Context: an optimization exercise on an open-source flow, tuned for small area. The choices shown serve that exercise and are no tape-out recipe. The RTL was checked by simulation tests, not by an equivalence proof against the original design. No activity file was given, so power comes from the tool's default toggle rates.

Setup of v48:
// sdrc_top
module sdrc_top 
           (
                   cfg_sdr_width       ,
                   cfg_colbits         ,
                    app_req        ,                   
                    app_req_addr   ,
                    app_req_len    ,
                    app_req_wr_n   ,
                    app_req_wrap   ,
                    app_req_ack    ,                  
                    app_wr_en_n    ,                   
                    app_wr_next_req,                   
                    app_rd_valid   ,                   
                    app_last_rd    ,                    
                    app_last_wr,
                    app_wr_data    ,
                    app_rd_data    ,
                    sdram_clk           ,
                    sdram_resetn        ,
                    sdr_cs_n            ,
                    sdr_cke             ,
                    sdr_ras_n           ,
                    sdr_cas_n           ,
                    sdr_we_n            ,
                    sdr_dqm             ,
                    sdr_ba              ,
                    sdr_addr            , 
                    pad_sdr_din         ,  
                    sdr_dout            ,  
                    sdr_den_n           ,  
                    sdr_init_done       ,
                    cfg_req_depth       ,	         
                    cfg_sdr_en          ,
                    cfg_sdr_mode_reg    ,
                    cfg_sdr_tras_d      ,
                    cfg_sdr_trp_d       ,
                    cfg_sdr_trcd_d      ,
                    cfg_sdr_cas         ,
                    cfg_sdr_trcar_d     ,
                    cfg_sdr_twr_d       ,
                    cfg_sdr_rfsh        ,
    	            cfg_sdr_rfmax
	    );
For scale: ~2400 cells after synthesis, about 400 I/O pins.
Settings: LEC_CHECK=0, ABC_AREA=1, CAP_MARGIN=20, CORE_MARGIN=2, CORE_UTILIZATION=60, SLEW_MARGIN=20; clock period 12.0 ns.
standard.sh (not shown) runs the stock make flow with config.mk's settings and CLKGATE_MAP_FILE= SYNTH_SCRIPT=/design/flow/synth_recipe.tcl, a recipe that flattens the netlist after the stock synthesis.
==> flow/flow/run.sh <==
#!/bin/bash
# Own layout flow: the standard ORFS layout (standard.sh), with
#  - synthesis by flow/synth.tcl: the standard synthesis script, except that
#    ABC maps the combinational logic with flow/abc_area.script;
#  - every input and output port buffered with sky130_fd_sc_hd__buf_1;
#  - the clock tree built from sky130_fd_sc_hd__clkbuf_8 in sink clusters of
#    up to 16 flip-flops within 50 um, without dummy loads.
# make's full output goes to flow_make.log; ORFS keeps each step's own log
# under orfs/logs/.
set -euo pipefail
W=$(pwd)
export OWN_ABC_SCRIPT=$W/flow/abc_area.script
bash standard.sh \
  SYNTH_SCRIPT=$W/flow/synth.tcl \
  "BUFFER_PORTS_ARGS=-buffer_cell sky130_fd_sc_hd__buf_1" \
  "CTS_ARGS=-sink_clustering_enable -repair_clock_nets -dont_use_dummy_load -buf_list sky130_fd_sc_hd__clkbuf_8 -sink_clustering_size 16 -sink_clustering_max_diameter 50" \
  finish > $W/flow_make.log 2>&1
grep -q "own flow abc" $W/orfs/logs/*/sdrc_top/base/1_2_yosys.log
test -s $W/out/final.def
==> flow/flow/abc_area.script <==
strash
&get -n
&fraig -x
&put
scorr
dc2
strash
dch -f
dc2
strash
&get -n
&dch -f
&nf -R 1000
&put
strash
&get -n
&dch -f
&nf -R 1000
&put
strash
&get -n
&dch -f
&nf -R 1000
&put
==> flow/flow/synth.tcl <==
# The standard synthesis (synth_recipe.tcl), except that ABC maps the
# combinational logic with flow/abc_area.script (an area-oriented &nf
# mapping) instead of ORFS's abc script. Registers are mapped before ABC
# runs, so they keep the standard synthesis's cells and names.
proc synth {args} { yosys synth -nofsm -noshare {*}$args }
proc abc {args} {
  set newargs {}
  set skip 0
  foreach a $args {
    if {$skip} { set skip 0; lappend newargs $::env(OWN_ABC_SCRIPT); continue }
    if {$a eq "-script"} { set skip 1 }
    lappend newargs $a
  }
  puts "own flow abc: $newargs"
  yosys abc {*}$newargs
}
source $::env(SCRIPTS_DIR)/synth.tcl
# left out here: clear keep_hierarchy, flatten, clean up, hide names made inside functions, write 1_2_yosys.v
> inputs changed (v48 -> v34)
==> flow/flow/run.sh <==
#!/bin/bash
# Own layout flow: the standard ORFS layout (standard.sh), with
#  - synthesis by flow/synth.tcl: the standard synthesis script, except that
#    ABC maps the combinational logic with flow/abc_area.script, and adders
#    are left to ABC too (ADDER_MAP_FILE empty: no half/full-adder cells);
#  - every input and output port buffered with sky130_fd_sc_hd__buf_1;
#  - the clock tree built from sky130_fd_sc_hd__clkbuf_4 in sink clusters of
#    up to 10 flip-flops within 40 um, without dummy loads.
# make's full output goes to flow_make.log; ORFS keeps each step's own log
# under orfs/logs/.
set -euo pipefail
W=$(pwd)
export OWN_ABC_SCRIPT=$W/flow/abc_area.script
bash standard.sh \
  SYNTH_SCRIPT=$W/flow/synth.tcl \
  ADDER_MAP_FILE= \
  "BUFFER_PORTS_ARGS=-buffer_cell sky130_fd_sc_hd__buf_1" \
  "CTS_ARGS=-sink_clustering_enable -repair_clock_nets -dont_use_dummy_load -buf_list sky130_fd_sc_hd__clkbuf_4 -sink_clustering_size 10 -sink_clustering_max_diameter 40" \
  finish > $W/flow_make.log 2>&1
grep -q "own flow abc" $W/orfs/logs/*/sdrc_top/base/1_2_yosys.log
test -s $W/out/final.def
diff --git a/flow/config.mk b/flow/config.mk
--- a/flow/config.mk
+++ b/flow/config.mk
@@ -10,3 +10,3 @@
 export CORE_MARGIN = 2
-export CORE_UTILIZATION = 60
+export CORE_UTILIZATION = 66
 export SLEW_MARGIN = 20
## What came out
- Result: PASS for each of v34 and v48
- On v34: largest stage delay on the critical path is 0.05 ns lower than what v48 gave.
- The sequential cell fraction of total power reported for v34 is greater than that of v48 by 3.9 points.
- The critical path depth in v34 is 0.905 times that in v48.
- For v34, the startpoint of the worst setup timing path was u_sdrc_core.u_xfr_ctl.l_len[1]$_DFFE_PP_, unlike v48, where it was u_sdrc_core.u_req_gen.curr_rb[0]$_DFFE_PP_.
## Diff of input files: v32 against v34
diff --git a/flow/flow/run.sh b/flow/flow/run.sh
--- a/flow/flow/run.sh
+++ b/flow/flow/run.sh
@@ -7,3 +7,5 @@
 #  - the clock tree built from sky130_fd_sc_hd__clkbuf_4 in sink clusters of
-#    up to 10 flip-flops within 40 um, without dummy loads.
+#    up to 10 flip-flops within 40 um, without dummy loads;
+#  - power recovery (RECOVER_POWER 100) after global routing, which sizes
+#    down gates that have slack to spare.
 # make's full output goes to flow_make.log; ORFS keeps each step's own log
@@ -18,2 +20,3 @@
   "CTS_ARGS=-sink_clustering_enable -repair_clock_nets -dont_use_dummy_load -buf_list sky130_fd_sc_hd__clkbuf_4 -sink_clustering_size 10 -sink_clustering_max_diameter 40" \
+  RECOVER_POWER=100 \
   finish > $W/flow_make.log 2>&1
==> run summary <==
- [flow] v32 | stages: complete | final checks: fail | reason: max-capacitance violations, max-slew violations
- Changes observed in v32 relative to v34: transition time at the pin with the least slew margin higher, leakage dissipation decreased about 1.3%, cell area now sits lower, post-layout minimum cycle time dropped 0.026 ns, clock network area share comparable.
- Delta (v32 minus v34): total net switching power fell 0.37%, detailed-route wire length went down, maximum number of pins on one net before global-route repair was more or less identical.
Here is what was changed in the inputs of v36 compared with v32.
diff --git a/flow/flow/run.sh b/flow/flow/run.sh
--- a/flow/flow/run.sh
+++ b/flow/flow/run.sh
@@ -6,6 +6,4 @@
 #  - every input and output port buffered with sky130_fd_sc_hd__buf_1;
-#  - the clock tree built from sky130_fd_sc_hd__clkbuf_4 in sink clusters of
-#    up to 10 flip-flops within 40 um, without dummy loads;
-#  - power recovery (RECOVER_POWER 100) after global routing, which sizes
-#    down gates that have slack to spare.
+#  - the clock tree built from sky130_fd_sc_hd__clkbuf_8 in sink clusters of
+#    up to 16 flip-flops within 50 um, without dummy loads.
 # make's full output goes to flow_make.log; ORFS keeps each step's own log
@@ -19,4 +17,3 @@
   "BUFFER_PORTS_ARGS=-buffer_cell sky130_fd_sc_hd__buf_1" \
-  "CTS_ARGS=-sink_clustering_enable -repair_clock_nets -dont_use_dummy_load -buf_list sky130_fd_sc_hd__clkbuf_4 -sink_clustering_size 10 -sink_clustering_max_diameter 40" \
-  RECOVER_POWER=100 \
+  "CTS_ARGS=-sink_clustering_enable -repair_clock_nets -dont_use_dummy_load -buf_list sky130_fd_sc_hd__clkbuf_8 -sink_clustering_size 16 -sink_clustering_max_diameter 50" \
   finish > $W/flow_make.log 2>&1
==> run summary <==
v36: no failed stages, no open violations at the end. From v32 to v36 the numbers moved as follows: part of the cycle the worst path needs now sits lower, setup slack rose 0.063 ns, number of sequential cells in the layout stayed essentially flat, sequential power level. Taking v32 as the reference point, the power density over the cells of v36 rises by 0.67%. On wire length: v36 sits above v32. Against v32, v36 reports a maximum level of the CTS H-tree that is lower. The higher sum of met2 wire segment lengths after detailed routing came out of v36.

## port drivers added, routing unchanged
The flow's constraints put no driver on any port. The routed layouts listed below were extracted and timed again, unchanged, in two steps.
Step 1, drivers: a clkbuf_16 drives sdram_clk and a buf_2 each remaining input, both assumed.
Step 2 moves the port delays by t, midway between the first and last clock arrival at a register: inputs arrive t later, outputs are due t later. That takes back most of the time a late clock gives input paths.
a / b / c = ideal ports / drivers / drivers and shift; a / b = the first two.
run | t, ns | setup WS [ns] | hold WS [ns] | worst setup path after step 2 | pins driven straight from the clock port
v48 | 0.678 | 0.784 / 0.734 / 1.412 | 0.267 / 0.267 / 0.267 | register to output | 1
v34 | 0.816 | 0.738 / 0.695 / 1.511 | 0.297 / 0.297 / 0.297 | register to output | 1
v32 | 0.805 | 0.764 / 0.721 / 1.526 | 0.297 / 0.297 / 0.297 | register to output | 1
v36 | 0.678 | 0.826 / 0.785 / 1.463 | 0.317 / 0.317 / 0.317 | register to output | 1
